This design comes from an exercise in tuning for small area on the open sky130 flow, not from production work. RTL that was checked went through simulation tests only; none was proved equivalent to the original. For runs 1 to 3, 5 and 6, only the layout was checked, not whether the RTL still works. Power and IR drop assume default switching activity.

$ cat flow/run.sh
#!/bin/bash
# Own layout flow: the standard synthesis; then the combinational logic
# between the (unchanged) registers is re-mapped by ABC for area (several
# ABC runs in parallel, the smallest result kept); then the standard ORFS
# layout steps with 1x port buffers, no tie-cell fanout repair and the
# clock tree settings in cts.args. Each tool's output goes to a log file here.
set -euo pipefail
W=$(pwd)
R=$W/orfs/results/$FLOW_PLATFORM/car/base
LIB=$FLOW_HOME/platforms/$FLOW_PLATFORM/lib/sky130_fd_sc_hd__tt_025C_1v80.lib

# 1. standard synthesis
bash standard.sh synth > $W/flow_synth.log 2>&1

# 2. area re-mapping of the logic; registers and tie cells are kept as they are
DU=$(sed -n '/^export DONT_USE_CELLS/,/^$/p' $FLOW_HOME/platforms/$FLOW_PLATFORM/config.mk \
     | tr -d '\\' | tr ' \t' '\n\n' | grep '^sky130' | sed 's/^/-dont_use /' | tr '\n' ' ')
cp $R/1_2_yosys.v $W/std_synth.v
for i in 0 1 2 3; do
  if [[ $i == 3 ]]; then cp $W/flow/area_fast.abc $W/area_$i.abc
  else sed "s/@SEED@/$i/" $W/flow/area.abc > $W/area_$i.abc; fi
  cat > $W/remap_$i.ys <<EOT
read_liberty -ignore_miss_func $LIB
blackbox sky130_fd_sc_hd__df* sky130_fd_sc_hd__conb_1
read_verilog $W/std_synth.v
hierarchy -top $FLOW_TOP
flatten
delete t:\$scopeinfo
opt_clean
opt
abc -script $W/area_$i.abc -liberty $LIB $DU
opt_clean -purge
read_liberty -lib -overwrite $LIB
hilomap -singleton -hicell sky130_fd_sc_hd__conb_1 HI -locell sky130_fd_sc_hd__conb_1 LO
splitnets
opt_clean -purge
tee -o $W/remap_stat_$i.txt stat -liberty $LIB
check -assert -mapped
write_verilog -noattr -nohex -nodec $W/remap_$i.v
EOT
  yosys -s $W/remap_$i.ys > $W/flow_remap_$i.log 2>&1 &
done
wait
best=""; barea=""
for i in 0 1 2 3; do
  if [[ -s $W/remap_$i.v ]] && grep -q "Chip area" $W/remap_stat_$i.txt; then
    a=$(grep "Chip area" $W/remap_stat_$i.txt | awk '{print $NF}')
    echo "remap $i: $a" >> $W/remap_choice.txt
    if [[ -z "$best" ]] || awk -v a="$a" -v b="$barea" 'BEGIN{exit !(a<b)}'; then best=$i; barea=$a; fi
  fi
done
echo "kept remap $best ($barea)" >> $W/remap_choice.txt
cp $W/remap_$best.v $R/1_2_yosys.v
touch $R/1_2_yosys.v

# 3. layout
export BUFFER_PORTS_ARGS="-buffer_cell sky130_fd_sc_hd__buf_1"
export SKIP_REPAIR_TIE_FANOUT=1
export CTS_ARGS="$(cat $W/flow/cts.args)"
bash standard.sh finish > $W/flow_finish.log 2>&1
$ cat flow/area.abc
strash
&get -n
&fraig -x
&put
scorr
dc2
strash
&get -n
&deepsyn -T 90 -S @SEED@
&put
strash
&get -n
&dch -f
&nf -R 1000
&put
$ cat flow/area_fast.abc
strash
&get -n
&fraig -x
&put
scorr
dc2
strash
&get -n
&dch -f
&nf -R 1000
&put
strash
&get -n
&dch -f
&nf -R 1000
&put
$ cat flow/cts.args
-sink_clustering_enable -repair_clock_nets -dont_use_dummy_load -buf_list sky130_fd_sc_hd__clkbuf_4 -sink_clustering_size 10 -sink_clustering_max_diameter 40
$ cat standard.sh
#!/bin/bash
# synth_recipe.tcl (not shown) runs the flow's synth.tcl, then flattens the netlist and writes it again
# the make line also repeats each setting of config.mk as NAME=value (left out here)
make -C /OpenROAD-flow-scripts/flow DESIGN_CONFIG=/design/flow/config.mk WORK_HOME=/design/flow/orfs CLKGATE_MAP_FILE= SYNTH_SCRIPT=/design/flow/synth_recipe.tcl "${@:-finish}"
$ cat config.mk
export PLATFORM = sky130hd
export DESIGN_NAME = car
export DESIGN_NICKNAME = car
export VERILOG_FILES = /design/flow/design.v
export SDC_FILE = /design/flow/constraint.sdc
export NUM_CORES = 4
export LEC_CHECK = 0
export CAP_MARGIN = 0
export CORE_MARGIN = 2
export CORE_UTILIZATION = 60
export GPL_TIMING_DRIVEN = 0
export SLEW_MARGIN = 0
$ cat constraint.sdc
create_clock -name core_clock -period 20.0 [get_ports {clk}]
set_input_delay 4.0000 -clock core_clock [delete_from_list [all_inputs] [get_ports {clk}]]
set_output_delay 4.0000 -clock core_clock [all_outputs]
set_load 0.01 [all_outputs]
$ cat design.v
module distribute(out1,out2);
output [3:0] out1;
output [3:0] out2;
assign out1 = 4'b1111;
assign out2 = 4'b0000;
endmodule
module ultrasonic_new(clk,rst,echo,en62,endisp,latch,cur,oh,sel,seg,lt,eq);
input        clk, rst, echo;
input        en62;         
input        endisp;       
input        latch;        
input  [1:0] cur;          
input  [3:0] oh;           
output [3:0] sel;
output [7:0] seg;
output reg   lt;           
output reg   eq;           
function [3:0] inc;
input [3:0] d;
inc = {d[3] ^ (d[2] & ~d[0]), d[1] & d[0], d[0], ~d[2]};
endfunction
function is9;
input [3:0] d;
is9 = d[3] & d[2] & ~d[0];
endfunction
function [7:0] dis;
input [3:0] d;
begin
case(d)
4'b0000: dis = 8'b11111100;
4'b0001: dis = 8'b01100000;
4'b0010: dis = 8'b00000000;
4'b0011: dis = 8'b11011010;
4'b0100: dis = 8'b11111110;
4'b0101: dis = 8'b01100010;
4'b0110: dis = 8'b01100110;
4'b0111: dis = 8'b11110010;
4'b1000: dis = 8'b10110110;
4'b1001: dis = 8'b10111110;
4'b1010: dis = 8'b10100000;
4'b1011: dis = 8'b11100000;
4'b1100: dis = 8'b11110110;
4'b1101: dis = 8'b11111110;
4'b1110: dis = 8'b11110110;
4'b1111: dis = 8'b11111110;
endcase
end
endfunction
reg ebuf, flag;
always @(posedge clk)
	if (rst) begin
		ebuf <= 1'b0;
		flag <= 1'b0;
	end else begin
		ebuf <= echo;
		flag <= ebuf;
	end
wire rising = ebuf & ~flag;
reg  [8:0] c289;
wire       mm = (c289 == 9'h07f);
always @(posedge clk)
	if (rst | rising | mm) c289 <= 9'h0;
	else             c289 <= {~c289[7:0], ~(c289[8] ^ c289[4])};
reg [3:0] d1, d2, d3, d4;
wire i1 = flag & mm;
wire i2 = i1 & is9(d1);
wire i3 = i2 & is9(d2);
wire i4 = i3 & is9(d3);
always @(posedge clk)
	if (rst | rising) begin
		d1 <= 4'b0000; d2 <= 4'b0000; d3 <= 4'b0000; d4 <= 4'b0000;
	end else begin
		if (i1) d1 <= inc(d1);
		if (i2) d2 <= inc(d2);
		if (i3) d3 <= inc(d3);
		if (i4) d4 <= inc(d4);
	end
reg [3:0] l1, l2, l3, l4;
reg       all;
always @(posedge clk)
	if (rst) begin
		l1 <= 4'b0000; l2 <= 4'b0000; l3 <= 4'b0000; l4 <= 4'b0010;
		all <= 1'b0;
	end else if (endisp) begin
		all <= flag;
		if (flag) begin
			l1 <= 4'b0000; l2 <= 4'b0000; l3 <= 4'b0000; l4 <= 4'b0000;
		end else if (latch) begin
			l1 <= d1; l2 <= d2; l3 <= d3; l4 <= d4;
		end
	end
wire l4z  = ~l4[3] & ~l4[2] & ~l4[0];              
wire l3lo = ~l3[3] & ~l3[2] & ~l3[1];              
wire clt  = l4z & l3lo & (~l3[0] | ~l2[3]);        
wire ceq  = l4z & l3lo & l3[0] & l2[3] & ~l2[2] & ~l2[0]
            & ~l1[3] & ~l1[2] & ~l1[0];            
always @(posedge clk)
	if (rst) begin
		lt <= 1'b1;
		eq <= 1'b0;
	end else if (en62) begin
		lt <= clt;
		eq <= ceq;
	end
reg [3:0] shown;
always @(*)
	case (cur)
	2'd0: shown = l1;
	2'd1: shown = l2;
	2'd2: shown = l3;
	default: shown = l4;
	endcase
assign seg = dis(shown);
assign sel = {4{all}} | oh;
endmodule
module bizhang(clk,rst,left_wheel_PWM_OUT,right_wheel_PWM_OUT,l_lt,l_eq,r_lt,r_eq,m_lt,fire,steering_engine_PWM_OUT,switch);
		input		clk;
		input		rst;
		input		l_lt, l_eq;      
		input		r_lt, r_eq;      
		input		m_lt;            
		input		[3:0]switch;
		input		[3:0]fire;
		output reg right_wheel_PWM_OUT;
		output reg left_wheel_PWM_OUT;
		output reg steering_engine_PWM_OUT;
reg [9:0] w;
reg [9:0] wlim;
always @(*)
	case (switch)
	4'b0000: wlim = 10'd440;
	4'b0001: wlim = 10'd450;
	4'b0011: wlim = 10'd460;
	4'b0111: wlim = 10'd470;
	4'b1111: wlim = 10'd480;
	default: wlim = 10'd200;
	endcase
wire rev = m_lt || (fire == 4'b1111);
always @(posedge clk)
	if (rst) begin
		w <= 10'd0;
		right_wheel_PWM_OUT <= 1'b0;
		left_wheel_PWM_OUT  <= 1'b0;
	end else if (w <= 10'd904) begin
		w <= w + 10'd1;
		right_wheel_PWM_OUT <= ~rev & (w <= wlim);
		left_wheel_PWM_OUT  <= rev & (w <= 10'd300);
	end else
		w <= 10'd0;
localparam K0 = 3'd6, K55 = 3'd0, K70 = 3'd1, K80 = 3'd3, K85 = 3'd2;
reg [9:0]  sh;
reg [9:0]  sl;
reg [2:0]  k;
reg        hi;
wire       sl0   = (sl == 10'h000);
wire       swrap = (sh == 10'd1001);               
always @(*)
	case (k)
	K55:     hi = (sh <= 10'd55);
	K70:     hi = (sh <= 10'd70);
	K80:     hi = (sh <= 10'd80);
	K85:     hi = (sh <= 10'd85);
	default: hi = (sh == 10'd0);
	endcase
wire l_gt = ~l_lt & ~l_eq;
wire r_gt = ~r_lt & ~r_eq;
always @(posedge clk)
	if (rst | swrap) begin
		sh <= 10'd0;
		sl <= 10'h0;
	end else if (sl0) begin
		sh <= sh + 10'd1;
		sl <= 10'h3f0;
	end else
		sl <= {~sl[8:0], sl[9] ^ sl[6]};
always @(posedge clk)
	if (rst) begin
		k <= K0;
		steering_engine_PWM_OUT <= 1'b0;
	end else if (~swrap) begin
		if (l_lt) begin
			k <= K55;
			steering_engine_PWM_OUT <= hi;
		end else if (r_lt) begin
			k <= K85;
			steering_engine_PWM_OUT <= hi;
		end else if (l_gt && r_gt) begin
			if (~fire[1] | ~fire[2]) k <= K70;
			else if (~fire[0])       k <= K80;
			else if (~fire[3])       k <= K55;
			else                     k <= K70;
			steering_engine_PWM_OUT <= hi;
		end
	end
endmodule
module car(
	input        clk,
	input        rst,
	input        left_echo,
	input        right_echo,
	input        mid_echo,
	input  [3:0] switch,
	input  [3:0] fire,
	output       left_trig,
	output       right_trig,
	output       mid_trig,
	output       left_pwm,
	output       right_pwn,
	output       duoji,
	output [3:0] select,
	output [7:0] digit,
	output [3:0] pin_name1,
	output [7:0] pin_name2,
	output [3:0] pin_name3,
	output [7:0] pin_name4,
	output [3:0] out1,
	output [3:0] out2
);
reg  [5:0] p40;
wire       en62 = (p40 == 6'h16);                  
always @(posedge clk)
	if (rst)       p40 <= 6'h00;
	else if (en62) p40 <= 6'h27;                   
	else           p40 <= {~p40[4:0], p40[5] ^ p40[4]};
reg [24:0] tcnt;
reg        trig;
wire       tmatch = ({tcnt[24:23], tcnt[21:0]} == {2'b11, 22'h04bceb});
wire       twrap  = tmatch & ~tcnt[22];            
wire       tfall  = tmatch &  tcnt[22];            
always @(posedge clk)
	if (rst | twrap) tcnt <= 25'h15f2a82;
	else             tcnt <= {~tcnt[23:0], tcnt[24] ^ tcnt[21]};
always @(posedge clk)
	if (rst)        trig <= 1'b0;
	else if (twrap) trig <= 1'b1;
	else if (tfall) trig <= 1'b0;
assign left_trig  = trig;
assign right_trig = trig;
assign mid_trig   = trig;
reg [15:0] dcnt;
wire       endisp = (dcnt == 16'h1247);            
always @(posedge clk)
	if (rst)         dcnt <= 16'h0;
	else if (endisp) dcnt <= 16'h6271;             
	else             dcnt <= {~dcnt[14:0], ~(dcnt[15] ^ dcnt[14] ^ dcnt[12] ^ dcnt[3])};
reg [1:0] cur;
reg       valid;
always @(posedge clk)
	if (rst) begin
		cur   <= 2'd3;
		valid <= 1'b0;
	end else if (endisp) begin
		cur   <= cur + 2'd1;
		valid <= 1'b1;
	end
wire latch = endisp & (cur == 2'd2);
wire [3:0] oh = valid ? (4'b0001 << cur) : 4'b0000;
wire l_lt, l_eq, r_lt, r_eq, m_lt, m_eq;
ultrasonic_new inst8(
	.clk(clk), .rst(rst), .echo(left_echo), .en62(en62), .endisp(endisp),
	.latch(latch), .cur(cur), .oh(oh),
	.sel(pin_name1), .seg(pin_name2), .lt(l_lt), .eq(l_eq));
ultrasonic_new inst11(
	.clk(clk), .rst(rst), .echo(right_echo), .en62(en62), .endisp(endisp),
	.latch(latch), .cur(cur), .oh(oh),
	.sel(pin_name3), .seg(pin_name4), .lt(r_lt), .eq(r_eq));
ultrasonic_new inst(
	.clk(clk), .rst(rst), .echo(mid_echo), .en62(en62), .endisp(endisp),
	.latch(latch), .cur(cur), .oh(oh),
	.sel(select), .seg(digit), .lt(m_lt), .eq(m_eq));
distribute inst1(.out1(out1), .out2(out2));
bizhang inst2(
	.clk(clk), .rst(rst),
	.left_wheel_PWM_OUT(left_pwm), .right_wheel_PWM_OUT(right_pwn),
	.l_lt(l_lt), .l_eq(l_eq), .r_lt(r_lt), .r_eq(r_eq), .m_lt(m_lt),
	.fire(fire), .steering_engine_PWM_OUT(duoji), .switch(switch));
endmodule
==> impl_results.md, run 1 <==
* Slew margin rel. at 16.7%
* Initial DRC count at ~360
* Peak VDD IR at 0.0000569 V
* Crit path required time at 16000 ps
* Setup slack at placement at 12910 ps
* WS Path Type: reg2out
* Post-CTS Setup Bufs at 0
* Number of routed nets with antenna violations at 0
* Root buffer cell: clkbuf_4
* Sequential power share at between 60 and 70%
* First-pass GRT wire length at roughly 27 mm
* Final setup viols at 0
* Fillers at 1080
* Die width at around 120 µm
* Most frequent cells in the layout: dfxtp_1 (224), nor2_1 (132), nand2_1 (87)
* Core area at around 13000 µm²
* Crit. End Element: primary output
* Area of the die at 14100 µm²
* Synth Net Count at ~850
* Post-layout util at 67.1%
* Clk network pwr share at 28.5%
* Vias per cell at 5.91
* Crit path max fanout at 12
* # hold bufs at CTS at 0
* Worst-skew pair later-pin latency at 630 ps
* Total global-route track usage at 23.2%
* Wire per inst at roughly 15 µm
* Worst-case clock buffer depth at 3
* # IOs at 63
* Setup_tns at 0 ps
* Net Switching at 0.000162 W
* Die height at ~120 µm
* Total CTS buffers at 29
* Pleak at 3.44 nW
* Post-Synthesis Cells at ~830
* Commonest non-fill, non-tap cell in the layout: dfxtp_1
* Clock skew at 58.6 ps
* Status: timing/DRC/antenna clean
* Post-synthesis instance area at between 7000 and 8000 µm²
* Worst-Margin Slew at around 1200 ps
* Diodes inserted at 0
* Max Cap Viol at 0
* Initial antenna violation count at 0
* Post-CTS resize count at 0
* Largest net degree at the start of global routing at 40
* I/O Buffers at 51
* Power Density at 82.0 nW/µm²
* Synth Warn # at 3
* Minimum clock period at a little over 7000 ps
* Total congestion overflow at 0
* Post-route setup slack at 12890 ps
* RSZ-0062 raised after global routing: false
* Layout net count at 928
* Worst EP arrival at ~3100 ps
* Slew Viols, Final at 0
* Comb pwr share at ~4.5%
* Worst setup SP type: flop
* First-pass DRT Iterations at 5
* FMAX at roughly 140 MHz
* Final hold violations at 0
* Vias at 6408
* Clock slew at reported path FFs at 100 ps
* CTS tree: done
* H-tree depth at 1
* Detailed Route WL at roughly 16 mm
* Initial Utilization at 62.0%
* Hold Path Class: reg2reg
* Vias in the first global route at 6055
* # rows at 41
* DRC violations left at 0
* Syn-to-layout area delta at 8.20%
* Fin crit share at about 36%
* CTS sink cnt at 224
* Post-DP HPWL at 11.6 mm
* Routability congestion estimate at approximately 0.84
* Avg Cell Area, Syn at 9.49 µm²
* Switching Fraction at 23.2%
* Share of cells above drive strength 1 at 3.61%
* Internal at 0.000538 W
==> metrics by stage <==
step	instances	cell area (µm²)	power (W)	hold WS, ps
finish	1085	8540	0.000700	357
global route	1085	8540	0.000731	367
CTS	1085	8540	0.000704	361
detailed placement	1056	8320	0.000511	368
global placement	1055	8300	0.000508	361
floorplan	832	7890	0.000499	353
==> area by class of cell <==
cell class	count	area [µm²]	share of cell area, %
Timing Repair Buffer	52	200	2.34
Multi-Input combinational cell	590	3350	39.3
Tap cell	172	215	2.52
Clock buffer	29	218	2.55
Inverter	18	67.6	0.791
Sequential cell	224	4480	52.5
==> worst max-delay path: stages (launching register included) <==
cell     delay [ps]
dfxtp_1         510
or2_0           720
o22ai_1         230
or2_0           350
o21ai_0         260
o21ai_0         140
nand2_1          90
nand2_1          60
buf_1           120
==> final timing paths <==
check,start,to,slack [ps],depth (start not counted)
hold / removal,inst.c289[1],inst.c289[2],360,1
setup / recovery,cur[1],digit[3],12890,8
hold reg to reg,inst.c289[1],inst.c289[2],360,1
setup reg to reg,dcnt[4],inst.l4[1],16820,7
==> power by group through the flow <==
stage	Clock, W	Sequential (W)	Combinational, W
global placement	0	0.000478	0.0000300
detailed placement	0	0.000479	0.0000317
floorplan	0	0.000477	0.0000221
global route	0.000225	0.000471	0.0000356
CTS	0.000204	0.000469	0.0000318
finish	0.000200	0.000469	0.0000317
==> layer usage <==
metal | up-vias | wire (µm) | track usage (%)
met5 | - | 0 | 0
met4 | 0 | 338 | 6.85
met3 | 28 | 869 | 4.01
met2 | 167 | 7810 | 39.5
met1 | 3038 | 7400 | 30.1
li1 | 3175 | - | -
==> sequential cells by signal, summed over array words and instances (netlist names), 9 cells and up <==
signal / count
tcnt: 25
dcnt: 16
inst2.sh: 10
inst2.sl: 10
inst2.w: 10
inst.c289: 9
inst11.c289: 9
inst8.c289: 9
==> run 2: changes to the inputs <==
==> flow/cts.args (replaced) <==
-sink_clustering_enable -repair_clock_nets -dont_use_dummy_load -buf_list sky130_fd_sc_hd__clkbuf_4 -sink_clustering_size 12 -sink_clustering_max_diameter 45
==> run 2 against run 1 <==
  * Power down 2.9%
  * Clock power down 7%
  * Fmax is 3.5% lower
  * Critical path depth grew 1
  * Sequential share of layout area rose by 0.34 points
  * Die area shrank 0.13%
  * Combinational power down 19%
  * Cell area shrank 0.64%
  * Register-to-register slack worse by 90 ps
  * Cell count increased by 0.18%
  * Largest power group unchanged
==> impl_results.md, run 2 <==
* # IOs at 63
* Worst EP arrival at 3370 ps
* Post-layout util at 66.7%
* Worst setup SP type: flop
* Top reg by flops: tcnt
* Slew Viols, Final at 0
* Fillers at 1108
* CP max stage delay at 570 ps
* Detailed Route WL at 16.1 mm
* Final hold violations at 0
* Top Registers: tcnt (25), dcnt (16)
* CTS sink cnt at 224
* Minimum clock period at 7380 ps
* Max reg flops at 25
* Crit path required time at around 16000 ps
* H-tree depth at 1
* Die width at 119 µm
* Avg Cell Area, Syn at 9.39 µm²
* Layout net count at 930
* DRC violations left at 0
* Post-Synthesis Cells at 839
* # hold bufs at CTS at 0
* Setup_tns at 0 ps
* Worst path cell trace: nor2b_1 > a222oi_1 > a21boi_0 > clkinv_1 > nand2_1 > o21ai_0 > o211ai_1 > a21boi_0 > buf_1
* Post-synthesis instance area at slightly below 8000 µm²
* Crit. End Element: primary output
* Synth Net Count at 852
* # rows at 41
* Largest net degree at the start of global routing at 39
* CTS tree: done
* Hold Path Class: reg2reg
* Fin crit share at 36.9%
* Status: timing/DRC/antenna clean
* Peak VDD IR at 0.0000708 V
* First-pass GRT wire length at 27.3 mm
* Clock skew at 46.3 ps
* Most frequent cells in the layout: dfxtp_1 (224), nor2_1 (129), nand2_1 (95)
* Worst-case clock buffer depth at 3
* Vias at 6244
* FMAX at 136 MHz
* I/O Buffers at 51
* Crit path max-delay family: compound AO/OA/AOI/OAI gates
* Total global-route track usage at 23.0%
* Total congestion overflow at 0
* Worst-Margin Slew at 1210 ps
* Hold Path Depth at 1
* Routability congestion estimate at between 0.8 and 0.9
* Worst-skew pair later-pin latency at 620 ps
* Share of cells above drive strength 1 at a little under 3%
* Synth Warn # at 3
* First-pass DRT Iterations at 6
* Post-DP HPWL at roughly 11 mm
* RSZ-0062 raised after global routing: false
* Commonest non-fill, non-tap cell in the layout: dfxtp_1
* Initial DRC count at 407
* Diodes inserted at 0
* Post-CTS resize count at 0
* CP dominant cell by count: a21boi_0
* CP Depth at 9
* Area of the die at approximately 14000 µm²
* Vias in the first global route at 5761
* Root buffer cell: clkbuf_4
* Crit path max fanout at 11
* Core area at 12700 µm²
* WS Path Type: reg2out
* Die height at about 120 µm
* Slew margin rel. at between 10% and 20%
* Number of routed nets with antenna violations at 0
* Initial antenna violation count at 0
* Wire per inst at 14.8 µm
* Post-CTS Setup Bufs at 0
* Pleak at 3.37 nW
* Power Density at 80.1 nW/µm²
* Clock slew at reported path FFs at 120 ps
* Max Cap Viol at 0
* Vias per cell at around 5.7
* Buffer and inverter count on the worst path at 2
* Slowest stage cell, crit path: a21boi_0
* Initial Utilization at 61.9%
* Syn-to-layout area delta at 7.65%
* Reg2Reg Depth at 15
* Total CTS buffers at 24
* Final setup viols at 0
-- run 2: changes by cell type in the layout (fill, tap and decap cells not counted), moves of 7 or more --
cell	delta
o22ai_1	-13
a21oi_1	+8
and2_0	+8
nand2_1	+8
a222oi_1	+7
clkinv_1	+7
-- run 2: layer usage --
metal | vias up | GRT usage, % | wire (µm)
li1 | 3139 | - | -
met1 | 2922 | 31.8 | 7530
met2 | 156 | 37.0 | 7370
met3 | 27 | 4.05 | 888
met4 | 0 | 7.07 | 338
met5 | - | 0 | 0
-- run 2: worst reg2reg max path: stages (launching register included) --
cell      delay (ps)
dfxtp_1          330
nand3b_1         150
nor4b_1          370
and2_0           350
nand2_1           90
nor2_1           150
and2_0           270
nand2_1           80
nor2_1           140
and2_0           260
nand2_1           80
nor2_1           120
and2_0           270
nand2_1           90
or3_1            300
a21oi_1          150
-- run 2: worst paths after layout --
path	endpoint	slack [ps]	startpoint
worst max-delay path	digit[4]	12630	cur[0]
worst min-delay path	dcnt[9]	340	dcnt[8]
worst max register to register	inst.d4[3]	16730	inst.c289[7]
worst min register to register	dcnt[9]	340	dcnt[8]
-- run 2: metrics by stage --
| stage | std cells | hold slack [ps] | total power [W] | setup slack (ps) | area [µm²] |
|---|---|---|---|---|---|
| 3_5_place_dp | 1063 | 366 | 0.000504 | 13120 | 8300 |
| 2_1_floorplan | 839 | 353 | 0.000494 | 13710 | 7880 |
| 5_1_grt | 1087 | 376 | 0.000709 | 12340 | 8480 |
| 3_3_place_gp | 1062 | 362 | 0.000502 | 12250 | 8290 |
| 4_1_cts | 1087 | 335 | 0.000686 | 12620 | 8480 |
| 6_report | 1087 | 344 | 0.000680 | 12630 | 8480 |
-- run 2: cell type report --
cell class | count | area [µm²] | area share [%]
Sequential cell | 224 | 4480 | 52.9
Multi-Input combinational cell | 590 | 3310 | 39.0
Tap cell | 172 | 215 | 2.54
Timing Repair Buffer | 52 | 200 | 2.36
Clock buffer | 24 | 180 | 2.12
Inverter | 25 | 93.8 | 1.11
-- run 2: power breakdown --
group | internal, W | switching [W] | total, W
Combinational | 0.00000889 | 0.0000169 | 0.0000258
Sequential | 0.000460 | 0.00000829 | 0.000468
Clock | 0.0000554 | 0.000130 | 0.000186
==> run 3: changes to the inputs <==
==> flow/cts.args (replaced) <==
-sink_clustering_enable -repair_clock_nets -dont_use_dummy_load -buf_list sky130_fd_sc_hd__clkbuf_2 -sink_clustering_size 6 -sink_clustering_max_diameter 30
==> run 3 against run 2 <==
  * Still clean
  * Hold slack improved by 27 ps
  * Synthesized cell count unchanged
  * Worst setup slack got worse by 160 ps
  * Register-to-register slack improved by 20 ps
  * Combinational power about the same
  * First-iteration DRC count decreased by 24%
  * Clock skew about the same
  * Cell area increased by 0.71%
  * Die area unchanged
  * Utilization increased by 0.47 points
  * Largest cell class unchanged
  * Largest power group unchanged
==> impl_results.md, run 3 <==
* Status: timing/DRC/antenna clean
* # rows at 41
* Die height at 119 µm
* Post-synthesis instance area at 7880 µm²
* Total congestion overflow at 0
* Peak VDD IR at 0.0000466 V
* H-tree depth at 2
* Initial Utilization at 61.9%
* DRC violations left at 0
* Hold Path Class: reg2reg
* Most frequent cells in the layout: dfxtp_1 (224), nor2_1 (129), nand2_1 (95)
* Vias at 6400
* Routability congestion estimate at 0.873
* Top Registers: tcnt (25), dcnt (16)
* Number of routed nets with antenna violations at 0
* Post-DP HPWL at around 11 mm
* Clock skew at approximately 46 ps
* Pleak at 3.46 nW
* Area of the die at 14100 µm²
* Slew margin rel. at 20.3%
* Fin crit share at 37.7%
* Clock slew at reported path FFs at about 110 ps
* Worst EP arrival at 3530 ps
* CP dominant cell by count: a21boi_0
* Cell Count, Final, Fillers Out at 1111
* I/O Buffers at between 50 and 60
* Crit path max fanout at 11
* Avg Cell Area, Syn at 9.39 µm²
* Placed Instances at 1063
* Fillers at 1106
* Reg2Reg Depth at 15
* Detailed Route WL at 16.4 mm
* Initial DRC count at 310
* Post-Synthesis Cells at 839
* Synth Net Count at ~850
* RSZ-0062 raised after global routing: false
* Reg area at 4480 µm²
* Commonest non-fill, non-tap cell in the layout: dfxtp_1
* FMAX at ~130 MHz
* Post-CTS resize count at 0
* Initial antenna violation count at 0
* Top reg by flops: tcnt
* Layout net count at 954
* Worst setup SP type: flop
* # hold bufs at CTS at 0
* Total CTS buffers at 48
* Max reg flops at 25
* Worst-Margin Slew at 1200 ps
* Slowest stage cell, crit path: a21boi_0
* Crit path required time at 16000 ps
* Die width at between 100 and 150 µm
* First-pass DRT Iterations at 5
* # IOs at 63
* Worst-case clock buffer depth at 3
* Largest net degree at the start of global routing at 39
* Worst path cell trace: nor2b_1 > a222oi_1 > a21boi_0 > clkinv_1 > nand2_1 > o21ai_0 > o211ai_1 > a21boi_0 > buf_1
* Area of the multi-input gates at 3310 µm²
* Setup_tns at 0 ps
* Minimum clock period at 7530 ps
* Hold endpoint: tcnt[20]
* Wire per inst at about 15 µm
* CP max stage delay at just over 600 ps
* Power Density at between 80 and 90 nW/µm²
* First-pass GRT wire length at 27.8 mm
* CTS sink cnt at about 220
* Diodes inserted at 0
* Synth Warn # at 3
* Final setup viols at 0
* Worst-skew pair later-pin latency at 740 ps
* Final hold violations at 0
* Vias per cell at 5.76
* Post-CTS Setup Bufs at 0
* RR Startpoint: inst11.c289[7]
* Share of cells above drive strength 1 at 5.43%
* Max Cap Viol at 0
* Total global-route track usage at 23.8%
* Hold Path Depth at 1
* Worst reg2reg setup slack at 16750 ps
* Design Power at between 0.0007 and 0.0008 W
* Syn-to-layout area delta at 8.41%
* Root buffer cell: clkbuf_2
* CTS tree: done
* Crit. End Element: primary output
* Core area at about 13000 µm²
* WS Path Type: reg2out
* Hold path start: tcnt[19]
* Vias in the first global route at between 6000 and 7000
* R2r endpoint: inst11.d4[3]
* Slew Viols, Final at 0
## run 3: worst max-delay path by stage
stage | startpoint | end | slack, ps | cells after the start
after global routing | cur[0] | digit[4] | 12210 | 8
after floorplan | cur[1] | digit[4] | 13710 | 8
after CTS | cur[0] | digit[4] | 12490 | 9
after detailed placement | rst | inst.l2[2] | 13120 | 7
final | cur[0] | digit[4] | 12470 | 9
after global placement | rst | inst2.k[0] | 12250 | 7
## run 3: critical path, delay by kind of cell (launching register included)
family          cells  cell delay, ps
simple gates        2             390
flops               1             490
buf+inv             2             310
compound gates      5            1600
## run 3: metrics by stage
step           cell area, µm²  hold WS [ps]  util (%)  setup slack [ps]
2_1_floorplan            7880           353         -             13710
3_3_place_gp             8290           362      65.1             12250
3_5_place_dp             8300           366      65.3             13120
4_1_cts                  8540           372      67.2             12490
5_1_grt                  8540           378      67.2             12210
6_report                 8540           372      67.2             12470
## run 3: where the power goes
part / total, W / switching [W] / internal [W]
logic: 0.0000258 / 0.0000169 / 0.00000889
clock network: 0.000208 / 0.000146 / 0.0000621
registers: 0.000468 / 0.00000837 / 0.000460
## run 3: layout make-up
type                    count  area share, %
flip-flops and latches    224           52.5
multi-input cells         590           38.7
clock buffers              48           2.81
well taps                 172           2.52
repair buffers             52           2.34
inverters                  25           1.10
## run 3: routing by layer
layer / GRT usage [%] / routed length, µm / vias to the layer above / part of all wire [%]
met5: 0 / 0 / - / 0
met4: 10.6 / 401 / 0 / 2.5
met3: 4.83 / 987 / 41 / 6.0
met2: 37.6 / 7450 / 196 / 46
met1: 31.5 / 7530 / 2970 / 46
li1: - / - / 3193 / -
==> run 4: changes to the inputs <==
--- a/design.v
+++ b/design.v
@@ -124,29 +124,38 @@
 		output reg right_wheel_PWM_OUT;
 		output reg left_wheel_PWM_OUT;
 		output reg steering_engine_PWM_OUT;
-reg [9:0] w;
-reg [9:0] wlim;
+reg [3:0] wl;
+reg [6:0] wh;
+reg [6:0] wlim;
 always @(*)
 	case (switch)
-	4'b0000: wlim = 10'd440;
-	4'b0001: wlim = 10'd450;
-	4'b0011: wlim = 10'd460;
-	4'b0111: wlim = 10'd470;
-	4'b1111: wlim = 10'd480;
-	default: wlim = 10'd200;
+	4'b0000: wlim = 7'd44;
+	4'b0001: wlim = 7'd45;
+	4'b0011: wlim = 7'd46;
+	4'b0111: wlim = 7'd47;
+	4'b1111: wlim = 7'd48;
+	default: wlim = 7'd20;
 	endcase
-wire rev = m_lt || (fire == 4'b1111);
-always @(posedge clk)
-	if (rst) begin
-		w <= 10'd0;
+wire rev   = m_lt || (fire == 4'b1111);
+wire wl0   = (wl == 4'h0);
+wire wwrap = (wh == 7'd91) & (wl == 4'hc);         
+always @(posedge clk)
+	if (rst | wwrap) begin
+		wl <= 4'h0;
+		wh <= 7'd0;
+	end else if (wl0) begin
+		wl <= 4'hd;
+		wh <= wh + 7'd1;
+	end else
+		wl <= {~wl[2:0], wl[3] ^ wl[2]};
+always @(posedge clk)
+	if (rst) begin
 		right_wheel_PWM_OUT <= 1'b0;
 		left_wheel_PWM_OUT  <= 1'b0;
-	end else if (w <= 10'd904) begin
-		w <= w + 10'd1;
-		right_wheel_PWM_OUT <= ~rev & (w <= wlim);
-		left_wheel_PWM_OUT  <= rev & (w <= 10'd300);
-	end else
-		w <= 10'd0;
+	end else if (~wwrap) begin
+		right_wheel_PWM_OUT <= ~rev & (wh <= wlim);
+		left_wheel_PWM_OUT  <= rev & (wh <= 7'd30);
+	end
 localparam K0 = 3'd6, K55 = 3'd0, K70 = 3'd1, K80 = 3'd3, K85 = 3'd2;
 reg [9:0]  sh;
 reg [9:0]  sl;
==> flow/cts.args (replaced) <==
-sink_clustering_enable -repair_clock_nets -dont_use_dummy_load -buf_list sky130_fd_sc_hd__clkbuf_4 -sink_clustering_size 10 -sink_clustering_max_diameter 40
==> run 4 against run 3 <==
  * Still clean on timing, DRC and antenna
  * Routed wire length fell by 2.0%
  * Sequential share of layout area rose by 0.80 points
  * Fmax grew 0.91%
  * Global-route usage shrank 0.57 points
  * Sequential power increased by 0.9%
  * Via count down 1.7%
  * Synthesized cell count decreased by 0.83%
  * Non-clock buffer count stayed put
  * Synthesized area decreased by 0.90%
  * Utilization is 0.44 points lower
  * Critical endpoint unchanged
  * Largest power group unchanged
==> impl_results.md, run 4 <==
* Status: timing/DRC/antenna clean
* Worst path cell trace: nor2b_1 > a222oi_1 > a21boi_0 > nor2b_1 > a21o_1 > nand3b_1 > nor2b_1 > buf_1
* Initial antenna violation count at 0
* Hold Path Class: reg2reg
* Post-Synthesis Cells at 832
* Fin crit share at a little under two fifths
* First-pass GRT wire length at 27.4 mm
* Clock skew at 54.7 ps
* Worst setup SP type: flop
* CTS sink cnt at 225
* Power Density at between 80 and 90 nW/µm²
* Clock slew at reported path FFs at 110 ps
* Net Switching at 0.000163 W
* Worst-Margin Slew at 1240 ps
* Final setup viols at 0
* Post-CTS Setup Bufs at 0
* Clk network pwr share at 29.0%
* Area of the multi-input gates at 3200 µm²
* Syn-to-layout area delta at 8.25%
* Total global-route track usage at 23.2%
* Worst EP arrival at 3460 ps
* Share of cells above drive strength 1 at 3.50%
* Sequential power share at 67.2%
* Crit path required time at 16000 ps
* Initial DRC count at approximately 500
* Post-DP HPWL at 11.4 mm
* I/O Buffers at 51
* Crit. End Element: primary output
* Routability congestion estimate at around 0.83
* Total congestion overflow at 0
* Initial Utilization at between 60% and 70%
* Top Registers: tcnt (25), dcnt (16)
* Die width at 118 µm
* H-tree depth at 1
* Top reg by flops: tcnt
* Worst-case clock buffer depth at 3
* Switching Fraction at roughly 23%
* CP max stage delay at 970 ps
* Internal at 0.000541 W
* Commonest non-fill, non-tap cell in the layout: dfxtp_1
* Reg area at 4500 µm²
* Vias at 6294
* Number of routed nets with antenna violations at 0
* Largest net degree at the start of global routing at around 40
* Worst-skew pair later-pin latency at about 660 ps
* Max Cap Viol at 0
* Slew margin rel. at around 16%
* First-pass DRT Iterations at 7
* # rows at 41
* RSZ-0062 raised after global routing: false
* Layout net count at 929
* DRC violations left at 0
* Synth Warn # at 3
* Area of the die at 13900 µm²
* Slowest stage cell, crit path: nor2b_1
* Crit path max fanout at 15
* Total CTS buffers at 30
* Setup_tns at 0 ps
* Wire per inst at ~15 µm
* Setup slack at placement at 13220 ps
* Final hold violations at 0
* Most frequent cells in the layout: dfxtp_1 (225), nor2_1 (132), nand2_1 (117)
* CTS tree: done
* Vias in the first global route at 6021
* Slew Viols, Final at 0
* Post-layout util at between 60% and 70%
* Detailed Route WL at 16.0 mm
* # IOs at 63
* CP dominant cell by count: nor2b_1
* FMAX at between 100 and 150 MHz
* Core area at 12700 µm²
* Pleak at between 3 and 4 nW
* Avg Cell Area, Syn at 9.39 µm²
* Minimum clock period at about 7500 ps
* Post-synthesis instance area at about 8000 µm²
* Synth Net Count at around 850
* Post-route setup slack at roughly 13000 ps
* Root buffer cell: clkbuf_4
* Die height at 118 µm
* Post-CTS resize count at 0
* Fillers at about 1100
* Diodes inserted at 0
* # hold bufs at CTS at 0
* Comb pwr share at 3.9%
* WS Path Type: reg2out
* Max reg flops at 25
* Peak VDD IR at around 0.00005 V
* Vias per cell at 5.80
==> run 4: metrics by stage <==
stage               hold WS (ps)  total power, W  cells  instance area, µm²
floorplan                    354        0.000499    832                7810
global placement             366        0.000507   1055                8220
detailed placement           372        0.000510   1056                8230
CTS                          390        0.000708   1086                8450
global route                 397        0.000733   1086                8450
finish                       389        0.000703   1086                8450
==> run 4: path summary, 6_finish.rpt <==
| path | from | to | slack (ps) | depth (start not counted) |
|---|---|---|---|---|
| max | cur[1] | digit[4] | 12540 | 8 |
| min | tcnt[17] | tcnt[18] | 390 | 1 |
| max reg2reg | inst8.flag | inst8.d4[3] | 16760 | 14 |
| min reg2reg | tcnt[17] | tcnt[18] | 390 | 1 |
==> run 4: cell type report <==
cell class	count	area share, %
clock buffer	30	2.66
inverter	28	1.24
multi-input combinational	579	37.9
sequential	225	53.3
tap	172	2.55
timing repair buffer	52	2.41
==> run 4: worst max-delay path: cells and delay by family (launching register included) <==
kind | cells | cell delay, ps
simple gates | 4 | 1520
compound gates | 3 | 760
flops | 1 | 390
buf+inv | 1 | 160
==> run 4: power by group through the flow <==
stage / Combinational [W] / Clock, W / Sequential (W)
after global routing: 0.0000310 / 0.000227 / 0.000474
after global placement: 0.0000257 / 0 / 0.000482
after CTS: 0.0000274 / 0.000208 / 0.000472
final: 0.0000272 / 0.000204 / 0.000472
after detailed placement: 0.0000273 / 0 / 0.000483
after floorplan: 0.0000194 / 0 / 0.000480
==> run 4: metal layers <==
metal	track usage, %	share of wire [%]	up-vias
met5	0	0	-
met3	4.51	5.4	34
met4	7.00	2.1	0
met2	39.8	48	180
met1	29.5	45	2959
li1	-	-	3121
==> run 5: changes to the inputs <==
--- a/design.v
+++ b/design.v
@@ -4,12 +4,11 @@
 assign out1 = 4'b1111;
 assign out2 = 4'b0000;
 endmodule
-module ultrasonic_new(clk,rst,echo,en62,endisp,latch,cur,oh,sel,seg,lt,eq);
+module ultrasonic_new(clk,rst,echo,en62,endisp,latch,oh,sel,seg,lt,eq);
 input        clk, rst, echo;
 input        en62;         
 input        endisp;       
 input        latch;        
-input  [1:0] cur;          
 input  [3:0] oh;           
 output [3:0] sel;
 output [7:0] seg;
@@ -17,28 +16,33 @@
 output reg   eq;           
 function [3:0] inc;
 input [3:0] d;
-inc = {d[3] ^ (d[2] & ~d[0]), d[1] & d[0], d[0], ~d[2]};
+begin : incb
+reg [3:0] r, n;
+r = d ^ 4'd2;
+n = {r[3] ^ (r[2] & ~r[0]), r[1] & r[0], r[0], ~r[2]};
+inc = n ^ 4'd2;
+end
 endfunction
 function is9;
 input [3:0] d;
-is9 = d[3] & d[2] & ~d[0];
+is9 = (d ^ 4'd2) == 4'b1110;
 endfunction
 function [7:0] dis;
 input [3:0] d;
 begin
 case(d)
-4'b0000: dis = 8'b11111100;
-4'b0001: dis = 8'b01100000;
-4'b0010: dis = 8'b00000000;
-4'b0011: dis = 8'b11011010;
-4'b0100: dis = 8'b11111110;
-4'b0101: dis = 8'b01100010;
-4'b0110: dis = 8'b01100110;
-4'b0111: dis = 8'b11110010;
-4'b1000: dis = 8'b10110110;
-4'b1001: dis = 8'b10111110;
-4'b1010: dis = 8'b10100000;
-4'b1011: dis = 8'b11100000;
+4'b0000: dis = 8'b00000000;
+4'b0001: dis = 8'b11011010;
+4'b0010: dis = 8'b11111100;
+4'b0011: dis = 8'b01100000;
+4'b0100: dis = 8'b01100110;
+4'b0101: dis = 8'b11110010;
+4'b0110: dis = 8'b11111110;
+4'b0111: dis = 8'b01100010;
+4'b1000: dis = 8'b10100000;
+4'b1001: dis = 8'b11100000;
+4'b1010: dis = 8'b10110110;
+4'b1011: dis = 8'b10111110;
 4'b1100: dis = 8'b11110110;
 4'b1101: dis = 8'b11111110;
 4'b1110: dis = 8'b11110110;
@@ -68,7 +72,7 @@
 wire i4 = i3 & is9(d3);
 always @(posedge clk)
 	if (rst | rising) begin
-		d1 <= 4'b0000; d2 <= 4'b0000; d3 <= 4'b0000; d4 <= 4'b0000;
+		d1 <= 4'd2; d2 <= 4'd2; d3 <= 4'd2; d4 <= 4'd2;
 	end else begin
 		if (i1) d1 <= inc(d1);
 		if (i2) d2 <= inc(d2);
@@ -79,21 +83,22 @@
 reg       all;
 always @(posedge clk)
 	if (rst) begin
-		l1 <= 4'b0000; l2 <= 4'b0000; l3 <= 4'b0000; l4 <= 4'b0010;
+		l1 <= 4'd2; l2 <= 4'd2; l3 <= 4'd2; l4 <= 4'd2;
 		all <= 1'b0;
 	end else if (endisp) begin
 		all <= flag;
 		if (flag) begin
-			l1 <= 4'b0000; l2 <= 4'b0000; l3 <= 4'b0000; l4 <= 4'b0000;
+			l1 <= 4'd2; l2 <= 4'd2; l3 <= 4'd2; l4 <= 4'd2;
 		end else if (latch) begin
 			l1 <= d1; l2 <= d2; l3 <= d3; l4 <= d4;
 		end
 	end
-wire l4z  = ~l4[3] & ~l4[2] & ~l4[0];              
-wire l3lo = ~l3[3] & ~l3[2] & ~l3[1];              
-wire clt  = l4z & l3lo & (~l3[0] | ~l2[3]);        
-wire ceq  = l4z & l3lo & l3[0] & l2[3] & ~l2[2] & ~l2[0]
-            & ~l1[3] & ~l1[2] & ~l1[0];            
+wire [3:0] r1 = l1 ^ 4'd2, r2 = l2 ^ 4'd2, r3 = l3 ^ 4'd2, r4 = l4 ^ 4'd2;
+wire l4z  = ~r4[3] & ~r4[2] & ~r4[0];              
+wire l3lo = ~r3[3] & ~r3[2] & ~r3[1];              
+wire clt  = l4z & l3lo & (~r3[0] | ~r2[3]);        
+wire ceq  = l4z & l3lo & r3[0] & r2[3] & ~r2[2] & ~r2[0]
+            & ~r1[3] & ~r1[2] & ~r1[0];            
 always @(posedge clk)
 	if (rst) begin
 		lt <= 1'b1;
@@ -102,14 +107,7 @@
 		lt <= clt;
 		eq <= ceq;
 	end
-reg [3:0] shown;
-always @(*)
-	case (cur)
-	2'd0: shown = l1;
-	2'd1: shown = l2;
-	2'd2: shown = l3;
-	default: shown = l4;
-	endcase
+wire [3:0] shown = ({4{oh[0]}} & l1) | ({4{oh[1]}} & l2) | ({4{oh[2]}} & l3) | ({4{oh[3]}} & l4);
 assign seg = dis(shown);
 assign sel = {4{all}} | oh;
 endmodule
@@ -267,15 +265,15 @@
 wire l_lt, l_eq, r_lt, r_eq, m_lt, m_eq;
 ultrasonic_new inst8(
 	.clk(clk), .rst(rst), .echo(left_echo), .en62(en62), .endisp(endisp),
-	.latch(latch), .cur(cur), .oh(oh),
+	.latch(latch), .oh(oh),
 	.sel(pin_name1), .seg(pin_name2), .lt(l_lt), .eq(l_eq));
 ultrasonic_new inst11(
 	.clk(clk), .rst(rst), .echo(right_echo), .en62(en62), .endisp(endisp),
-	.latch(latch), .cur(cur), .oh(oh),
+	.latch(latch), .oh(oh),
 	.sel(pin_name3), .seg(pin_name4), .lt(r_lt), .eq(r_eq));
 ultrasonic_new inst(
 	.clk(clk), .rst(rst), .echo(mid_echo), .en62(en62), .endisp(endisp),
-	.latch(latch), .cur(cur), .oh(oh),
+	.latch(latch), .oh(oh),
 	.sel(select), .seg(digit), .lt(m_lt), .eq(m_eq));
 distribute inst1(.out1(out1), .out2(out2));
 bizhang inst2(
==> run 5 against run 4 <==
  * Fmax is 0.96% higher
  * Register-to-register slack worse by 500 ps
  * Sequential share of layout area is 0.46 points lower
  * Clock power is 2% lower
  * Critical endpoint is now pin_name4[3]
  * Cell area is 0.87% higher
  * Still clean
  * Synthesized area is 1.2% higher
  * Via count is 2.2% higher
  * Critical path type unchanged
  * Count of clock-buffer cells in the layout is 1 lower
  * Hold slack worse by 35 ps
  * Routed wire length is 3.0% higher
  * Worst setup slack better by 71 ps
  * Die area is 1.1% higher
==> impl_results.md, run 5 <==
* Worst setup SP type: flop
* Total global-route track usage at 23.7%
* Final setup viols at 0
* Crit path max fanout at 15
* Crit. End Element: primary output
* Die width at 119 µm
* Post-layout util at 67.0%
* Post-DP HPWL at ~12 mm
* Synth Net Count at about 860
* Minimum clock period at 7390 ps
* RSZ-0062 raised after global routing: false
* Worst-skew pair later-pin latency at between 600 and 700 ps
* Detailed Route WL at 16.5 mm
* Status: timing/DRC/antenna clean
* Cell Count, Final, Fillers Out at approximately 1100
* I/O Buffers at 51
* Root buffer cell: clkbuf_4
* Setup_tns at 0 ps
* Commonest non-fill, non-tap cell in the layout: dfxtp_1
* Top reg by flops: tcnt
* Vias in the first global route at 6052
* # rows at 41
* RR Startpoint: inst8.c289[8]
* Synth Warn # at 3
* Initial DRC count at ~380
* Vias per cell at 5.83
* Worst Setup EP: pin_name4[3]
* Layout net count at 945
* First-pass DRT Iterations at 5
* Initial antenna violation count at 0
* Share of cells above drive strength 1 at 3.23%
* Total congestion overflow at 0
* Post-CTS Setup Bufs at 0
* Max reg flops at 25
* R2r endpoint: inst8.d4[3]
* Worst-Margin Slew at about 1100 ps
* Avg Cell Area, Syn at about 9.3 µm²
* Fin crit share at between 30 and 40%
* Post-Synthesis Cells at 850
* Slew Viols, Final at 0
* H-tree depth at 1
* Crit path launch: cur[0]
* CP max stage delay at ~830 ps
* Most frequent cells in the layout: dfxtp_1 (225), nor2_1 (143), nand2_1 (87)
* # IOs at 63
* Max Cap Viol at 0
* Worst EP arrival at approximately 3400 ps
* Wire per inst at 15.0 µm
* Diodes inserted at 0
* Final hold violations at 0
* Placed Instances at 1073
* Design Power at 0.000699 W
* Worst reg2reg setup slack at 16260 ps
* Core area at 12700 µm²
* Number of routed nets with antenna violations at 0
* Worst-case clock buffer depth at 3
* Clock slew at reported path FFs at 110 ps
* DRC violations left at 0
* FMAX at 135 MHz
* Area of the die at 14100 µm²
* Routability congestion estimate at around 0.84
* Syn-to-layout area delta at 7.92%
* Clock skew at 47.5 ps
* Top Registers: tcnt (25), dcnt (16)
* WS Path Type: reg2out
* Total CTS buffers at 29
* Crit path required time at about 16000 ps
* Reg2Reg Depth at 18
* # hold bufs at CTS at 0
* Peak VDD IR at 0.0000498 V
* Slowest stage cell, crit path: or2_0
* Post-synthesis instance area at 7900 µm²
* Pleak at 3.20 nW
* CTS sink cnt at 225
* Die height at approximately 120 µm
* Worst path cell trace: or2_0 > o22ai_1 > nor2_1 > or2_0 > o21ai_0 > a21oi_1 > o21ai_0 > a31oi_1 > buf_1
* First-pass GRT wire length at 28.0 mm
* Initial Utilization at 62.1%
* Slew margin rel. at around 30%
* Hold Path Class: reg2reg
* Post-CTS resize count at 0
* Power Density at 82.0 nW/µm²
* Largest net degree at the start of global routing at 54
* Vias at 6430
* CTS tree: done
==> run 5: per-layer routing <==
metal  track usage, %  vias up  routed length [µm]
met4             6.85        0                 394
met5                0        -                   0
met2             40.9      150                7980
met3             3.96       36                 839
met1             30.6     3014                7300
li1                 -     3230                   -
==> run 5: power by group <==
group          switching, W  internal [W]  leakage [nW]   total, W
Clock              0.000133     0.0000663         0.133   0.000200
Sequential       0.00000918      0.000463          1.84   0.000472
Combinational     0.0000176    0.00000992          1.22  0.0000275
Total              0.000160      0.000539          3.20   0.000699
==> run 5: final cells by class <==
cell class              count  area, µm²
fillers                  1064       4190
repair buffers             51        193
well taps                 172        215
inverters                  15       56.3
clock buffers              29        218
flip-flops and latches    225       4500
multi-input cells         610       3340
==> run 5: worst min-delay path by stage <==
stage	from	to	slack, ps	depth (start not counted)
after floorplan	tcnt[15]	tcnt[16]	350	1
after global placement	tcnt[6]	tcnt[7]	360	1
after detailed placement	tcnt[10]	tcnt[11]	360	1
after CTS	inst.c289[0]	inst.c289[1]	370	1
after global routing	inst.c289[5]	inst.c289[6]	390	1
final	inst.c289[0]	inst.c289[1]	350	1
==> run 5: stage by stage <==
step,cell area [µm²],hold WS (ps),setup WS (ps)
after global routing,8530,387,12320
after CTS,8530,368,12570
after detailed placement,8310,364,13270
final,8530,353,12610
after global placement,8310,360,12490
after floorplan,7900,354,13880
==> run 5: worst max-delay path, delay by kind of cell (launching register included) <==
kind	cells	cell delay (ps)
flip-flops	1	420
buffers and inverters	1	170
AO/OA/AOI/OAI	5	800
AND/OR/NAND/NOR	3	1360
==> run 6: changes to the inputs <==
--- a/design.v
+++ b/design.v
@@ -223,20 +223,27 @@
 	output [3:0] out1,
 	output [3:0] out2
 );
-reg  [5:0] p40;
-wire       en62 = (p40 == 6'h16);                  
-always @(posedge clk)
-	if (rst)       p40 <= 6'h00;
-	else if (en62) p40 <= 6'h27;                   
-	else           p40 <= {~p40[4:0], p40[5] ^ p40[4]};
-reg [24:0] tcnt;
+reg [5:0]  c64;
+reg [2:0]  c5;
+always @(posedge clk)
+	if (rst) begin
+		c64 <= 6'd0;
+		c5  <= 3'b000;
+	end else begin
+		c64 <= c64 + 6'd1;
+		c5  <= {c5[1] & c5[0], c5[0], ~c5[2]};
+	end
+wire       en62 = (c64[2:0] == 3'd1) & (c5 == 3'b011);   
+reg [18:0] b19;
+wire       bmatch = ({b19[18:3], b19[1:0]} == {16'ha502, 2'b01});
+wire       bwrap  = bmatch & ~b19[2];              
+wire       b624   = bmatch &  b19[2];              
+always @(posedge clk)
+	if (rst | bwrap) b19 <= 19'h1dbb2;
+	else             b19 <= {~b19[17:0], ~(b19[18] ^ b19[5] ^ b19[1] ^ b19[0])};
 reg        trig;
-wire       tmatch = ({tcnt[24:23], tcnt[21:0]} == {2'b11, 22'h04bceb});
-wire       twrap  = tmatch & ~tcnt[22];            
-wire       tfall  = tmatch &  tcnt[22];            
-always @(posedge clk)
-	if (rst | twrap) tcnt <= 25'h15f2a82;
-	else             tcnt <= {~tcnt[23:0], tcnt[24] ^ tcnt[21]};
+wire       twrap = bwrap & (c64 == 6'd63);         
+wire       tfall = b624  & (c64 == 6'd48);         
 always @(posedge clk)
 	if (rst)        trig <= 1'b0;
 	else if (twrap) trig <= 1'b1;
@@ -244,12 +251,12 @@
 assign left_trig  = trig;
 assign right_trig = trig;
 assign mid_trig   = trig;
-reg [15:0] dcnt;
-wire       endisp = (dcnt == 16'h1247);            
-always @(posedge clk)
-	if (rst)         dcnt <= 16'h0;
-	else if (endisp) dcnt <= 16'h6271;             
-	else             dcnt <= {~dcnt[14:0], ~(dcnt[15] ^ dcnt[14] ^ dcnt[12] ^ dcnt[3])};
+reg [14:0] d15;
+wire       dwrap  = (d15 == 15'h06bb);             
+wire       endisp = dwrap & ~c64[0];
+always @(posedge clk)
+	if (rst | dwrap) d15 <= 15'h0;
+	else             d15 <= {~d15[13:0], d15[14] ^ d15[13]};
 reg [1:0] cur;
 reg       valid;
 always @(posedge clk)
--- a/flow/run.sh
+++ b/flow/run.sh
@@ -16,8 +16,10 @@
 DU=$(sed -n '/^export DONT_USE_CELLS/,/^$/p' $FLOW_HOME/platforms/$FLOW_PLATFORM/config.mk \
      | tr -d '\\' | tr ' \t' '\n\n' | grep '^sky130' | sed 's/^/-dont_use /' | tr '\n' ' ')
 cp $R/1_2_yosys.v $W/std_synth.v
-for i in 0 1 2 3; do
-  if [[ $i == 3 ]]; then cp $W/flow/area_fast.abc $W/area_$i.abc
+NR=8
+remap_one() {
+  local i=$1
+  if [[ $i == 0 ]]; then cp $W/flow/area_fast.abc $W/area_$i.abc
   else sed "s/@SEED@/$i/" $W/flow/area.abc > $W/area_$i.abc; fi
   cat > $W/remap_$i.ys <<EOT
 read_liberty -ignore_miss_func $LIB
@@ -38,11 +40,16 @@
 check -assert -mapped
 write_verilog -noattr -nohex -nodec $W/remap_$i.v
 EOT
-  yosys -s $W/remap_$i.ys > $W/flow_remap_$i.log 2>&1 &
+  yosys -s $W/remap_$i.ys > $W/flow_remap_$i.log 2>&1 || true
+}
+# ABC runs, four at a time (run 0 is a quick fixed script, the others use
+# &deepsyn with different seeds)
+for wave in "0 1 2 3" "4 5 6 7"; do
+  for i in $wave; do remap_one $i & done
+  wait
 done
-wait
 best=""; barea=""
-for i in 0 1 2 3; do
+for i in $(seq 0 $((NR-1))); do
   if [[ -s $W/remap_$i.v ]] && grep -q "Chip area" $W/remap_stat_$i.txt; then
     a=$(grep "Chip area" $W/remap_stat_$i.txt | awk '{print $NF}')
     echo "remap $i: $a" >> $W/remap_choice.txt
--- a/config.mk
+++ b/config.mk
@@ -5,8 +5,8 @@
 export SDC_FILE = /design/flow/constraint.sdc
 export NUM_CORES = 4
 export LEC_CHECK = 0
-export CAP_MARGIN = 0
+export CAP_MARGIN = 20
 export CORE_MARGIN = 2
 export CORE_UTILIZATION = 60
 export GPL_TIMING_DRIVEN = 0
-export SLEW_MARGIN = 0
+export SLEW_MARGIN = 20
==> run 6 against run 5 <==
  * Cell area rose by 0.10%
  * Power shrank 1.8%
  * Routed wire length about the same
  * Register-to-register slack barely moved
  * Critical endpoint is now digit[7]
==> impl_results.md, run 6 <==
* GRT met2 Usage at between 40 and 50%
* Layout net count at 944
* DRC violations left at 0
* Syn-to-layout area delta at 8.72%
* Root buffer cell: clkbuf_4
* First-pass GRT wire length at approximately 28 mm
* Power Density at 80.4 nW/µm²
* I/O Buffers at 51
* Max Cap Viol at 0
* H-tree depth at 1
* Routability congestion estimate at 0.849
* Worst-skew pair later-pin latency at 640 ps
* Worst-Margin Slew at roughly 1000 ps
* Post-synthesis instance area at 7850 µm²
* Initial Utilization at 61.7%
* Final hold violations at 0
* Worst path cell trace: and2_0 > a222oi_1 > a21boi_0 > clkinv_1 > o31ai_1 > clkinv_1 > buf_1
* Buffer and inverter count on the worst path at 3
* Share of cells above drive strength 1 at 4.09%
* Post-Synthesis Cells at 846
* Top Registers: b19 (19), d15 (15)
* Avg Cell Area, Syn at 9.28 µm²
* Synth Net Count at 859
* Slew Viols, Final at 0
* Fillers at 1089
* Most frequent cells in the layout: dfxtp_1 (221), nor2_1 (139), nand2_1 (97)
* Worst EP arrival at 3720 ps
* # rows at between 40 and 50
* Total congestion overflow at 0
* Slowest stage cell, crit path: a21boi_0
* Post-CTS resize count at 0
* Setup_tns at 0 ps
* CTS sink cnt at 221
* Initial DRC count at between 400 and 500
* Crit path launch: cur[0]
* Largest net degree at the start of global routing at 33
* Detailed Route WL at 16.5 mm
* # IOs at 63
* RR Startpoint: inst8.c289[7]
* Number of routed nets with antenna violations at 0
* Wire per inst at 15.0 µm
* Hold path start: c5[2]
* CP dominant cell by count: clkinv_1
* WS Path Type: reg2out
* Total CTS buffers at 27
* Die height at 118 µm
* Initial antenna violation count at 1
* Worst setup SP type: flop
* Commonest non-fill, non-tap cell in the layout: dfxtp_1
* Vias in the first global route at 6103
* Worst-case clock buffer depth at 3
* Die width at 118 µm
* M3 GR Usage at under 10%
* Post-CTS Setup Bufs at 0
* Final setup viols at 0
* Crit path required time at 16000 ps
* First-pass DRT Iterations at 8
* Core area at approximately 13000 µm²
* Peak VDD IR at 0.0000517 V
* RSZ-0062 raised after global routing: false
* Status: timing/DRC/antenna clean
* # hold bufs at CTS at 0
* Crit. End Element: primary output
* Area of the die at 14000 µm²
* FMAX at ~130 MHz
* Clock slew at reported path FFs at 110 ps
* CTS tree: done
* Minimum clock period at 7720 ps
* Max reg flops at 19
* Fin crit share at 38.6%
* Clock skew at 58.9 ps
* Pleak at 3.33 nW
* CP max stage delay at 690 ps
* Slew margin rel. at 30.7%
* Met1 track demand over resource at 29.4%
* Total global-route track usage at a little under a quarter
* Gr busiest metal: met2
* Hold_ws at 388 ps
* Synth Warn # at 3
* Post-DP HPWL at between 10 and 15 mm
* Vias at 6419
* Top reg by flops: b19
* Vias per cell at 5.82
* Crit path max-delay family: compound AO/OA/AOI/OAI gates
* Crit path max fanout at 13
* Hold Path Class: reg2reg
-- run 6: cell type report --
class | count | area, µm² | share of cell area [%]
diodes | 1 | 2.50 | 0.0293
clock buffers | 27 | 203 | 2.37
inverters | 11 | 41.3 | 0.484
multi-input cells | 614 | 3410 | 39.9
flip-flops and latches | 221 | 4420 | 51.8
well taps | 172 | 215 | 2.52
repair buffers | 56 | 244 | 2.86
-- run 6: metrics by stage --
stage                     std cells  worst slack, ps  utilization (%)  instance area [µm²]  total power [W]
after floorplan                 846            13480                -                 7850         0.000493
after global placement         1069            11600             64.9                 8260         0.000502
after detailed placement       1074            13050             65.5                 8330         0.000505
after CTS                      1101            12320             67.1                 8530         0.000694
after global routing           1102            12010             67.1                 8540         0.000716
final                          1102            12280             67.1                 8540         0.000686
-- run 6: worst paths after layout --
check	end	slack, ps	cells after the start
worst max-delay path	digit[7]	12280	7
worst max register to register	inst8.d4[3]	16250	18
worst min register to register	c5[0]	390	1
worst min-delay path	c5[0]	390	1
-- run 6: worst reg2reg max path: cells and delay by family (launching register included) --
family          cells  cell delay [ps]
flops               1              320
simple gates       17             3230
compound gates      1              120
-- run 6: layer usage --
layer | part of all wire, % | up-vias
met5 | 0 | -
met4 | 2.0 | 0
met3 | 5.4 | 30
met2 | 47 | 163
met1 | 46 | 2998
li1 | - | 3228
-- run 6: report_power, final --
group	internal [W]	total [W]	switching, W
clock	0.0000620	0.000192	0.000130
sequential	0.000455	0.000465	0.0000104
combinational	0.0000110	0.0000292	0.0000181
==> run 7: changes to the inputs <==
--- a/design.v
+++ b/design.v
@@ -66,35 +66,45 @@
 	if (rst | rising | mm) c289 <= 9'h0;
 	else             c289 <= {~c289[7:0], ~(c289[8] ^ c289[4])};
 reg [3:0] d1, d2, d3, d4;
+reg       stale;
 wire i1 = flag & mm;
 wire i2 = i1 & is9(d1);
 wire i3 = i2 & is9(d2);
 wire i4 = i3 & is9(d3);
+wire keep4 = latch | (oh[3] & ~endisp);            
 always @(posedge clk)
 	if (rst | rising) begin
-		d1 <= 4'd2; d2 <= 4'd2; d3 <= 4'd2; d4 <= 4'd2;
+		d1 <= 4'd2; d2 <= 4'd2; d3 <= 4'd2;
 	end else begin
 		if (i1) d1 <= inc(d1);
 		if (i2) d2 <= inc(d2);
 		if (i3) d3 <= inc(d3);
-		if (i4) d4 <= inc(d4);
-	end
-reg [3:0] l1, l2, l3, l4;
+	end
+always @(posedge clk)
+	if (rst | (rising & ~keep4) | (endisp & stale))
+		d4 <= 4'd2;
+	else if (i4)
+		d4 <= inc(d4);
+always @(posedge clk)
+	if (rst)                   stale <= 1'b0;
+	else if (rising & keep4)   stale <= 1'b1;
+	else if (endisp)           stale <= 1'b0;
+reg [3:0] l1, l2, l3;
+reg       l4z;
 reg       all;
 always @(posedge clk)
 	if (rst) begin
-		l1 <= 4'd2; l2 <= 4'd2; l3 <= 4'd2; l4 <= 4'd2;
+		l1 <= 4'd2; l2 <= 4'd2; l3 <= 4'd2; l4z <= 1'b1;
 		all <= 1'b0;
 	end else if (endisp) begin
 		all <= flag;
 		if (flag) begin
-			l1 <= 4'd2; l2 <= 4'd2; l3 <= 4'd2; l4 <= 4'd2;
+			l1 <= 4'd2; l2 <= 4'd2; l3 <= 4'd2; l4z <= 1'b1;
 		end else if (latch) begin
-			l1 <= d1; l2 <= d2; l3 <= d3; l4 <= d4;
+			l1 <= d1; l2 <= d2; l3 <= d3; l4z <= (d4 == 4'd2);
 		end
 	end
-wire [3:0] r1 = l1 ^ 4'd2, r2 = l2 ^ 4'd2, r3 = l3 ^ 4'd2, r4 = l4 ^ 4'd2;
-wire l4z  = ~r4[3] & ~r4[2] & ~r4[0];              
+wire [3:0] r1 = l1 ^ 4'd2, r2 = l2 ^ 4'd2, r3 = l3 ^ 4'd2;
 wire l3lo = ~r3[3] & ~r3[2] & ~r3[1];              
 wire clt  = l4z & l3lo & (~r3[0] | ~r2[3]);        
 wire ceq  = l4z & l3lo & r3[0] & r2[3] & ~r2[2] & ~r2[0]
@@ -107,6 +117,7 @@
 		lt <= clt;
 		eq <= ceq;
 	end
+wire [3:0] l4 = all ? 4'd2 : d4;               
 wire [3:0] shown = ({4{oh[0]}} & l1) | ({4{oh[1]}} & l2) | ({4{oh[2]}} & l3) | ({4{oh[3]}} & l4);
 assign seg = dis(shown);
 assign sel = {4{all}} | oh;
==> run 7 against run 6 <==
  * Routed wire length fell by 1.9%
  * Cell count grew 0.45%
  * First-iteration DRC count decreased by 18%
  * Count of clock-buffer cells in the layout is 1 higher
  * Sequential power down 3%
  * Combinational power grew 2%
  * Cell area down 1.0%
  * Highest routed layer unchanged
==> impl_results.md, run 7 <==
* Status: timing/DRC/antenna clean
* Max reg flops at 19
* Vias at 6464
* Top reg by flops: b19
* WS Path Type: reg2out
* First-pass DRT Iterations at 6
* Wire per inst at 14.6 µm
* Detailed Route WL at 16.2 mm
* Share of cells above drive strength 1 at 3.53%
* CP max stage delay at 750 ps
* Worst-Margin Slew at between 900 and 1000 ps
* Initial antenna violation count at 0
* Clock slew at reported path FFs at about 100 ps
* Area of the die at 13900 µm²
* Minimum clock period at 7520 ps
* Die height at 118 µm
* Commonest non-fill, non-tap cell in the layout: dfxtp_1
* Crit. End Element: primary output
* Hold_ws at approximately 370 ps
* Post-DP HPWL at roughly 12 mm
* CP dominant cell by count: o21ai_0
* Setup slack at placement at 12840 ps
* Largest net degree at the start of global routing at 47
* Initial DRC count at ~390
* Buffer and inverter count on the worst path at 1
* Total global-route track usage at between 20% and 30%
* Total congestion overflow at 0
* Post-synthesis instance area at 7790 µm²
* Root buffer cell: clkbuf_4
* # IOs at 63
* Synth Warn # at 3
* Initial Utilization at between 60% and 70%
* Layout net count at 950
* Power Density at roughly 80 nW/µm²
* Die width at between 100 and 150 µm
* Slew Viols, Final at 0
* Worst-skew pair later-pin latency at 650 ps
* Final setup viols at 0
* RR Startpoint: inst8.c289[8]
* Vias in the first global route at 5995
* Post-CTS resize count at 0
* Most frequent cells in the layout: dfxtp_1 (215), nor2_1 (158), nand2_1 (98)
* Post-Synthesis Cells at ~850
* I/O Buffers at 51
* Crit path max-delay family: simple AND/OR/NAND/NOR gates
* Slowest stage cell, crit path: nor2_1
* Crit path required time at 16000 ps
* Total CTS buffers at 28
* Hold Path Class: reg2reg
* Worst-case clock buffer depth at 3
* Pleak at 3.26 nW
* Design Power at 0.000677 W
* Synth Net Count at 867
* Core area at 12700 µm²
* FMAX at approximately 130 MHz
* Max Cap Viol at 0
* Vias per cell at approximately 5.8
* DRC violations left at 0
* Diodes inserted at 0
* Peak VDD IR at 0.0000510 V
* Post-CTS Setup Bufs at 0
* Worst path cell trace: nand2_1 > nor2_1 > a21boi_0 > and2_0 > mux2i_1 > o21ai_0 > o21ai_0 > buf_1
* Hold path start: inst.c289[3]
* # rows at 41
* Top Registers: b19 (19), d15 (15)
* Clock skew at 46.0 ps
* Crit path max fanout at 12
* Worst EP arrival at 3520 ps
* Worst setup SP type: flop
* Crit path launch: cur[1]
* CTS tree: done
* RSZ-0062 raised after global routing: false
* Avg Cell Area, Syn at slightly above 9 µm²
* Number of routed nets with antenna violations at 0
* Routability congestion estimate at 0.808
* Setup_tns at 0 ps
* Final hold violations at 0
* CTS sink cnt at 215
* H-tree depth at 1
* # hold bufs at CTS at 0
* Post-route setup slack at ~12000 ps
* Syn-to-layout area delta at 8.46%
* Fin crit share at between 30% and 40%
* Slew margin rel. at between 30% and 40%
* First-pass GRT wire length at 27.1 mm
-- run 7: cell count changes in the layout (fill, tap and decap cells not counted), sizes merged, moves of 5 or more --
cell / change
a22o: -5
a21o: -13
nor3b: +7
or2: +11
dfxtp: -6
a21oi: -17
nor2: +18
nor2b: +5
o21ai: -5
-- run 7: cell type report --
cell class	count	area [µm²]
repair buffers	53	224
fillers	1113	4220
well taps	172	215
multi-input cells	627	3450
clock buffers	28	210
flip-flops and latches	215	4300
inverters	12	45.0
-- run 7: worst paths after layout --
| kind | slack [ps] | cells after the start | endpoint |
|---|---|---|---|
| hold reg to reg | 370 | 1 | inst.c289[4] |
| hold / removal | 370 | 1 | inst.c289[4] |
| setup reg to reg | 16410 | 18 | inst8.d4[3] |
| setup / recovery | 12480 | 8 | digit[1] |
-- run 7: power by group --
group	internal, W	switching [W]	leakage (nW)
Clock	0.0000641	0.000130	0.129
Combinational	0.0000115	0.0000183	1.37
Sequential	0.000443	0.0000101	1.76
Total	0.000519	0.000159	3.26
-- run 7: metrics by stage --
| stage | cell area (µm²) | instances | util [%] |
|---|---|---|---|
| detailed placement | 8240 | 1079 | 65.0 |
| finish | 8450 | 1107 | 66.7 |
| global route | 8450 | 1107 | 66.7 |
| global placement | 8200 | 1077 | 64.7 |
| CTS | 8450 | 1107 | 66.7 |
| floorplan | 7790 | 854 | - |
-- run 7: metal layers --
layer / vias to the layer above / routed length (µm) / track usage (%)
met4: 0 / 332 / 5.50
met1: 3049 / 7400 / 29.6
met5: - / 0 / 0
met3: 31 / 848 / 4.02
li1: 3220 / - / -
met2: 164 / 7620 / 39.4

static timing again, ports no longer ideal:
Ports are ideal in the flow. The routed layouts listed here were re-timed in OpenROAD. Step 1 assumes that a clkbuf_16 drives the clock port and a buf_2 every other input. Step 2 also shifts input and output timing later by t, the mid clock arrival at the registers, as if the neighbouring blocks saw the same clock. Three values: no drivers, after step 1, after step 2; two values: the first two.
run | shift t [ns] | setup slack, ns
run 1 | 0.647 | 12.885 / 12.850 / 12.925
run 2 | 0.636 | 12.625 / 12.588 / 13.113
run 3 | 0.761 | 12.468 / 12.432 / 13.091
run 4 | 0.663 | 12.536 / 12.502 / 13.157
run 5 | 0.664 | 12.607 / 12.571 / 13.235
run 6 | 0.647 | 12.278 / 12.240 / 12.886
run 7 | 0.664 | 12.483 / 12.448 / 13.112
After both steps every run listed still meets setup and hold.
